What follows belongs to an exercise in optimizing a design on an open flow for small area, a short achievable clock period and few clock cycles per item; a production flow would make more cautious choices.
Only simulation tests tie the RTL to the original design; equivalence was not proved.

== job 5773 ==
==> flow/design.v <==
module sha_1_core(
    clk,
    rstn,
    din,
    din_vld,
    use_pre_cv,
    sha_1_end,
    busy,
    dout,
    dout_vld
);
input wire clk;
input wire rstn;
input wire [31:0] din;
input wire din_vld;
input wire use_pre_cv;
input wire sha_1_end;
output reg busy;
output wire [159:0] dout;
output reg dout_vld;
localparam [31:0] H0_INIT = 32'h67452301,
                  H1_INIT = 32'hEFCDAB89,
                  H2_INIT = 32'h98BADCFE,
                  H3_INIT = 32'h10325476,
                  H4_INIT = 32'hC3D2E1F0;
reg [6:0] cnt;       
reg hvld;            
reg ivm;             
reg st1;             
reg [3:0] ph;        
wire fch  = ph[0];   
wire fmaj = ph[2];   
reg [4:0] fk;        
wire rot  = |fk;     
reg sr, sa;          
wire last = fk[4];   
reg idle;            
wire start = din_vld & idle;
always @(posedge clk or negedge rstn) begin
    if (!rstn) begin
        cnt      <= 7'd0;
        busy     <= 1'b0;
        idle     <= 1'b1;
        dout_vld <= 1'b0;
        hvld     <= 1'b0;
        st1      <= 1'b0;
        ph       <= 4'b0001;
        fk       <= 5'd0;
        sr       <= 1'b0;
        sa       <= 1'b0;
    end
    else begin
        dout_vld <= last;
        st1      <= start;
        fk       <= {fk[3:0], (cnt == 7'd77)};
        sr       <= (cnt == 7'd77) | fk[0] | fk[1];
        sa       <= fk[2] | fk[3];
        if (start) begin
            ph   <= 4'b0001;
        end
        else if (cnt == 7'd20 || cnt == 7'd40 || cnt == 7'd60) begin
            ph   <= {ph[2:0], 1'b0};
        end
        if (start) begin
            cnt  <= 7'd1;
            busy <= 1'b1;
            idle <= 1'b0;
        end
        else if (last) begin
            cnt  <= 7'd0;
            busy <= 1'b0;
            idle <= 1'b1;
            hvld <= 1'b1;
        end
        else if (!idle) begin
            cnt  <= cnt + 7'd1;
        end
    end
end
reg [31:0] w [0:15];
wire [31:0] w_xor = w[13] ^ w[8] ^ w[2] ^ w[0];
always @(posedge clk) begin
    w[15] <= din_vld ? din : {w_xor[30:0], w_xor[31]};
end
genvar i;
generate
    for (i = 0; i < 15; i = i + 1) begin: gen_w
        always @(posedge clk) w[i] <= w[i+1];
    end
endgenerate
reg [31:0] h0, h1, h2, h3, h4;
wire use_h = use_pre_cv & hvld;
wire [31:0] s1_ = use_h ? h1 : H1_INIT;
wire [31:0] s2_ = use_h ? h2 : H2_INIT;
wire [31:0] s3_ = use_h ? h3 : H3_INIT;
wire [31:0] s4_ = use_h ? h4 : H4_INIT;
wire [31:0] s0_ = ivm ? H0_INIT : h0;
always @(posedge clk) begin
    if (start)
        ivm <= ~use_h;
end
reg [31:0] a, b, c, d;
reg [31:0] pu, pv;
wire [31:0] cb = {b[1:0], b[31:2]};            
wire [31:0] f_ch  = (a & cb) | (~a & c);
wire [31:0] f_par = a ^ cb ^ c;
wire [31:0] f_maj = (a & cb) | (a & c) | (cb & c);
wire [31:0] f = fch ? f_ch : (fmaj ? f_maj : f_par);
wire [31:0] k = ({32{ph[0]}} & 32'h5A827999) | ({32{ph[1]}} & 32'h6ED9EBA1) |
                ({32{ph[2]}} & 32'h8F1BBCDC) | ({32{ph[3]}} & 32'hCA62C1D6);
wire [31:0] s1 = d ^ w[15] ^ k;
wire [31:0] c1 = (d & w[15]) | (d & k) | (w[15] & k);
wire [31:0] c1s = {c1[30:0], 1'b0};
wire [31:0] s2 = f ^ s1 ^ c1s;
wire [31:0] c2 = (f & s1) | (f & c1s) | (s1 & c1s);
wire [31:0] c2s = {c2[30:0], 1'b0};
always @(posedge clk) begin
    pu <= s2 ^ c2s;
    pv <= s2 & c2s;
end
wire [31:0] ra = {a[26:0], a[31:27]};
wire [31:0] s3 = ra ^ pu;
wire [31:0] c3 = pv | (ra & pu);
wire [31:0] a_next = s3 + {c3[30:0], 1'b0};
always @(posedge clk) begin
    if (start) begin
        a <= s1_;
        b <= {s2_[29:0], s2_[31:30]};
        c <= s3_;
        d <= s4_;
    end
    else begin
        if (st1)
            a <= s0_;
        else
            a <= a_next;
        b <= a;
        c <= cb;
        d <= c;
    end
end
wire [31:0] ff_x = ({32{sa}} & a) | ({32{sr}} & {a[1:0], a[31:2]});
reg [4:0] fv;
reg mh;
always @(posedge clk) begin
    fv <= {fv[3:0], (cnt == 7'd77) & sha_1_end & ivm};
    mh <= sha_1_end & ~ivm;
end
wire [31:0] ivk = ({32{fv[0]}} & H4_INIT) | ({32{fv[1]}} & H3_INIT) |
                  ({32{fv[2]}} & H2_INIT) | ({32{fv[3]}} & H1_INIT) |
                  ({32{fv[4]}} & H0_INIT);
wire [31:0] ff_h = ({32{mh}} & h4) | ivk;
wire [31:0] ff_sum = ff_h + ff_x;
always @(posedge clk) begin
    if (rot) begin
        h0 <= ff_sum;
        h1 <= h0;
        h2 <= h1;
        h3 <= h2;
        h4 <= h3;
    end
end
assign dout = {h0, h1, h2, h3, h4};
endmodule
Settings: LEC_CHECK=0, CAP_MARGIN=20, CORE_MARGIN=2, CORE_UTILIZATION=40, CTS_BUF_LIST=sky130_fd_sc_hd__clkbuf_8, CTS_CLUSTER_DIAMETER=50, CTS_CLUSTER_SIZE=20, PLACE_DENSITY=0.6, SETUP_SLACK_MARGIN=4.1, SLEW_MARGIN=20; clock period 7.0 ns.
standard.sh (not shown) runs the stock make flow with config.mk's settings and CLKGATE_MAP_FILE= SYNTH_SCRIPT=/design/flow/synth_recipe.tcl, a recipe that flattens the netlist after the stock synthesis.
==> flow/flow/run.sh <==
#!/bin/bash
# The standard layout (the standard.sh, synthesis unchanged), with the
# port buffers made from the smallest plain buffer instead of a delay cell.
set -euo pipefail
bash standard.sh "BUFFER_PORTS_ARGS=-buffer_cell sky130_fd_sc_hd__buf_1" finish > standard.log 2>&1
Testbench counts of job 5773, summed over its fixed seeds: cycles 15,936, blocks 192.
Inputs modified between job 5773 and job 5437:
Settings: swapping sky130_fd_sc_hd__clkbuf_8 for sky130_fd_sc_hd__clkbuf_8 sky130_fd_sc_hd__clkbuf_16 in CTS_BUF_LIST; swapping 20 for 26 in CTS_CLUSTER_SIZE; swapping 4.1 for 3.9 in SETUP_SLACK_MARGIN; putting GPL_TIMING_DRIVEN at 0 where nothing was set; swapping 50 for 70 in CTS_CLUSTER_DIAMETER.
[summary]
Job 5437: flow completed, timing, DRC and antenna clean. Comparing job 5773 against job 5437, there is no change at all in count of flip-flops with a built-in enable after synthesis. On job 5437: final cell count is 1.3% lower than what job 5773 gave. Compare job 5437 and job 5773 | global routing met2 resource utilization lower: job 5773.
Relative to job 5437, the following input files were edited for job 1272:
Settings: swapping sky130_fd_sc_hd__clkbuf_8 sky130_fd_sc_hd__clkbuf_16 for sky130_fd_sc_hd__clkbuf_8 in CTS_BUF_LIST; clearing GPL_TIMING_DRIVEN, which used to be 0; swapping 26 for 20 in CTS_CLUSTER_SIZE; swapping 3.9 for 3.8 in SETUP_SLACK_MARGIN; swapping 70 for 50 in CTS_CLUSTER_DIAMETER.
[summary]
- What job 5437 reported for total of clock buffers placed in the layout has to be multiplied by 1.7 to get the figure for job 1272.
- Relative to job 5437, non-clock buffer count has decreased by about 27% in job 1272.
- Summary of job 1272 over job 5437: routed length on met1 lost 0.60%; sum of met2 wire segment lengths after detailed routing dropped about 9%; utilization after layout saw a decrease; slew at the pin closest to its max-slew limit now smaller.
- Both conditions hold for job 1272: the flow ran to the end and the final layout passed the timing, DRC and antenna checks.
- Diff job 5437 -> job 1272: fraction of final layout cells with drive strength greater than 1 went down; final area went down; max capacitance violation total did not really move.
Inputs modified between job 1272 and job 491:
Settings: CTS_CLUSTER_DIAMETER now 70, was 50; SLEW_MARGIN now 5, was 20; CTS_CLUSTER_SIZE now 26, was 20; CTS_BUF_LIST now sky130_fd_sc_hd__clkbuf_8 sky130_fd_sc_hd__clkbuf_16, was sky130_fd_sc_hd__clkbuf_8; CAP_MARGIN now 5, was 20.
- Cmp job 491 vs job 1272: area occupied by multi-input gates higher in job 491
- Job 491 vs job 1272, global-route usage over all layers went down by 0.19 points.
- There was hardly any difference in routed wire length on met3 between job 1272 and job 491.
- Critical path depth: job 491 vs job 1272 identical
diff inputs: job 491 => job 2171
Settings: swapping 5 for 20 in CAP_MARGIN; swapping 5 for 20 in SLEW_MARGIN; putting ABC_AREA at 1 where nothing was set.
Results
- Job 491 was carried through to the last stage, and its layout satisfied the timing, DRC and antenna checks.
- Job 2171 finished end to end and its layout was clean on timing, DRC and antenna.
- Job 2171 vs job 491, core utilization went down by 0.71 points.
- Relative to job 491, the via count of the first global-routing pass of job 2171 is higher by 5.8%.

port drivers added, routing unchanged:
Ports are ideal in the flow. The routed layouts listed here were re-timed in OpenROAD. Step 1 (the two cells are an assumption about what drives the block):
set clk [get_ports {clk}]
set_driving_cell -lib_cell sky130_fd_sc_hd__clkbuf_16 $clk
set_driving_cell -lib_cell sky130_fd_sc_hd__buf_2 [delete_from_list [all_inputs] $clk]
Step 2, shift: input delay + t, output delay - t, t = (earliest + latest rising clock arrival at the registers) / 2. This alone moves slack from input paths to output paths. a / b / c = ideal / step 1 / step 2; a / b = the first two.
run | shift t [ns] | setup WS [ns] | hold slack, ns
job 5773 | 0.738 | 3.787 / 3.787 / 3.512 | 0.321 / 0.321 / 0.321
job 5437 | 0.685 | 3.701 / 3.701 / 3.272 | 0.324 / 0.324 / 0.324
job 1272 | 0.728 | 3.806 / 3.806 / 3.260 | 0.319 / 0.319 / 0.319
job 491 | 0.669 | 3.823 / 3.823 / 3.344 | 0.323 / 0.323 / 0.323
job 2171 | 0.672 | 3.881 / 3.881 / 3.370 | 0.318 / 0.318 / 0.318
After both steps setup and hold are still met in every run listed. For job 1272, which loses most, drivers alone change the setup slack by 0.000 ns; drivers and shift together by -0.546 ns.
